What follows belongs to an exercise in optimizing a design on an open flow for small area; a production flow would make more cautious choices.
In this exercise RTL edits were held to simulation tests only and were not proved equivalent to the original.
No activity file was given, so power comes from the tool's default toggle rates.

==> flow/design.v (excerpt) <==
module pong_top
(
    input i_Clk,                 
    input i_Rst,                 
    input i_UART_RX,
    output o_UART_TX,
    input i_Switch_1,
    input i_Switch_2,
    input i_Switch_3,
    input i_Switch_4,
    output o_LED_1,
    output o_LED_2,
    output o_LED_3,
    output o_LED_4,
    output o_Segment1_A,
    output o_Segment1_B,
    output o_Segment1_C,
    output o_Segment1_D,
    output o_Segment1_E,
    output o_Segment1_F,
    output o_Segment1_G,
    output o_Segment2_A,
    output o_Segment2_B,
    output o_Segment2_C,
    output o_Segment2_D,
    output o_Segment2_E,
    output o_Segment2_F,
    output o_Segment2_G,
    output o_VGA_HSync,
    output o_VGA_VSync,
    output o_VGA_Red_0,
    output o_VGA_Red_1,
    output o_VGA_Red_2,
    output o_VGA_Grn_0,
    output o_VGA_Grn_1,
    output o_VGA_Grn_2,
    output o_VGA_Blu_0,
    output o_VGA_Blu_1,
    output o_VGA_Blu_2
);
    assign o_LED_1 = 1'b0;
    assign o_LED_2 = 1'b0;
    assign o_LED_3 = 1'b0;
    assign o_LED_4 = 1'b0;
    function [9:0] inc10;
        input [9:0] a;
        integer i;
        reg c;
        begin
            c = 1'b1;
            for (i = 0; i < 10; i = i + 1) begin
  ...
export LEC_CHECK = 0
export CAP_MARGIN = 20
export CORE_MARGIN = 2
export CORE_UTILIZATION = 60
export CTS_BUF_LIST = sky130_fd_sc_hd__clkbuf_8
export CTS_CLUSTER_DIAMETER = 80
export CTS_CLUSTER_SIZE = 30
export SLEW_MARGIN = 20
create_clock -name core_clock -period 40.0 [get_ports {i_Clk}]
run.sh (not shown) runs the stock make flow with config.mk's settings and CLKGATE_MAP_FILE= SYNTH_SCRIPT=/design/flow/synth_recipe.tcl, a recipe that flattens the netlist after the stock synthesis.
The first run finished clean.
Rerun with:
==> flow/flow/run.sh (new file) <==
#!/bin/bash
# Standard layout, with the port buffers made from the smallest buffer cell
# and larger clock-tree sink clusters.
set -euo pipefail
export BUFFER_PORTS_ARGS="-buffer_cell sky130_fd_sc_hd__buf_1"
export CTS_ARGS="-sink_clustering_enable -repair_clock_nets -sink_clustering_size 40 -sink_clustering_max_diameter 200 -buf_list sky130_fd_sc_hd__clkbuf_8 -sink_buffer_max_cap_derate 1.0"
bash standard.sh > standard.log 2>&1
==> flow/standard.sh (new file) <==
#!/bin/bash
# synth_recipe.tcl (not shown) runs the flow's synth.tcl, then flattens the netlist and writes it again
# the make line also repeats each setting of config.mk as NAME=value (left out here)
make -C /OpenROAD-flow-scripts/flow DESIGN_CONFIG=/design/flow/config.mk WORK_HOME=/design/flow/orfs CLKGATE_MAP_FILE= SYNTH_SCRIPT=/design/flow/synth_recipe.tcl "${@:-finish}"
CTS_CLUSTER_DIAMETER = default   (was 80)
CTS_CLUSTER_SIZE = 20   (was 30)
removed: flow/run.sh
The changed run produced a clean layout.
Sequential share of layout area went up by 0.70 points.
Via count went down by 0.53%.
Design area went down by 1.9%.
Power barely changes.
Wire length went down by 0.39%.
Global-route usage went down by 0.24 points.
Sequential power barely changes.
Setup slack improved by 500 ps.
Non-clock buffer count went down by 3.
Rerun with:
==> flow/flow/run.sh (replaced) <==
#!/bin/bash
# Standard layout, with the port buffers made from the smallest buffer cell.
set -euo pipefail
export BUFFER_PORTS_ARGS="-buffer_cell sky130_fd_sc_hd__buf_1"
bash standard.sh > standard.log 2>&1
Flip-flop and latch count does not change.
Die area does not change.
Wire length stays the same.
Clock-buffer cell count does not change.
Critical path depth does not change.
Setup slack does not change.
Utilization is unchanged.
Clock skew stays the same.
Clock power hardly moves.
Rerun with:
==> flow/run.sh (new file) <==
#!/bin/bash
# synth_recipe.tcl (not shown) runs the flow's synth.tcl, then flattens the netlist and writes it again
# the make line also repeats each setting of config.mk as NAME=value (left out here)
make -C /OpenROAD-flow-scripts/flow DESIGN_CONFIG=/design/flow/config.mk WORK_HOME=/design/flow/orfs CLKGATE_MAP_FILE= SYNTH_SCRIPT=/design/flow/synth_recipe.tcl finish
CTS_BUF_LIST = sky130_fd_sc_hd__clkbuf_16   (was sky130_fd_sc_hd__clkbuf_8)
CTS_CLUSTER_DIAMETER = 150   (was default)
CTS_CLUSTER_SIZE = 50   (was 20)
removed: flow/flow/run.sh
removed: flow/standard.sh
- routed wire length increases by 2.0%
- utilization increases by 2.4 points
- clock skew barely changes
- setup slack got worse by 450 ps
Rerun with:
==> flow/flow/run.sh (new file) <==
#!/bin/bash
# Standard layout, with the port buffers made from the smallest buffer cell
# and larger clock-tree sink clusters.
set -euo pipefail
export BUFFER_PORTS_ARGS="-buffer_cell sky130_fd_sc_hd__buf_1"
export CTS_ARGS="-sink_clustering_enable -repair_clock_nets -sink_clustering_size 40 -sink_clustering_max_diameter 200 -buf_list sky130_fd_sc_hd__clkbuf_8 -sink_buffer_max_cap_derate 1.0 -root_buf sky130_fd_sc_hd__clkbuf_8 -sink_clustering_levels 1"
bash standard.sh > standard.log 2>&1
==> flow/standard.sh (new file) <==
#!/bin/bash
# synth_recipe.tcl (not shown) runs the flow's synth.tcl, then flattens the netlist and writes it again
# the make line also repeats each setting of config.mk as NAME=value (left out here)
make -C /OpenROAD-flow-scripts/flow DESIGN_CONFIG=/design/flow/config.mk WORK_HOME=/design/flow/orfs CLKGATE_MAP_FILE= SYNTH_SCRIPT=/design/flow/synth_recipe.tcl "${@:-finish}"
CTS_BUF_LIST = sky130_fd_sc_hd__clkbuf_8   (was sky130_fd_sc_hd__clkbuf_16)
CTS_CLUSTER_DIAMETER = default   (was 150)
CTS_CLUSTER_SIZE = 20   (was 50)
removed: flow/run.sh
Outcome: The changed run passed the timing, DRC and antenna checks; flip-flop and latch count is unchanged; routed wire length falls slightly; worst setup slack improves by 450 ps; register-to-register slack is about the same; clock power falls by a quarter to a third; via count falls slightly.

afterwards: timing with drivers on the ports:
The results above use ideal ports. As a check the final layouts listed here were re-extracted and re-timed, cells and wires unchanged. Step 1: set_driving_cell puts a clkbuf_16 on i_Clk and a buf_2 on each other input, an assumption about the parent block. Step 2, shift: input delay + t, output delay - t, t = (earliest + latest rising clock arrival at the registers) / 2. This alone moves slack from input paths to output paths. a / b / c = no drivers / after step 1 / after step 2; a / b = the first two.
run	t, ns	setup WS [ns]	worst hold slack (ns)	worst setup path at the end	pins driven straight from the clock port
the first run	0.501	24.776 / 24.737 / 25.238	0.448 / 0.448 / 0.448	register to output	1
the second run	0.502	25.278 / 25.237 / 25.740	0.448 / 0.448 / 0.448	register to output	1
the third run	0.502	25.278 / 25.237 / 25.740	0.448 / 0.448 / 0.448	register to output	1
the fourth run	0.482	24.825 / 24.782 / 25.264	0.440 / 0.440 / 0.440	register to output	1
the fifth run	0.502	25.278 / 25.237 / 25.740	0.448 / 0.448 / 0.448	register to output	1
After both steps setup and hold are still met in every run listed.
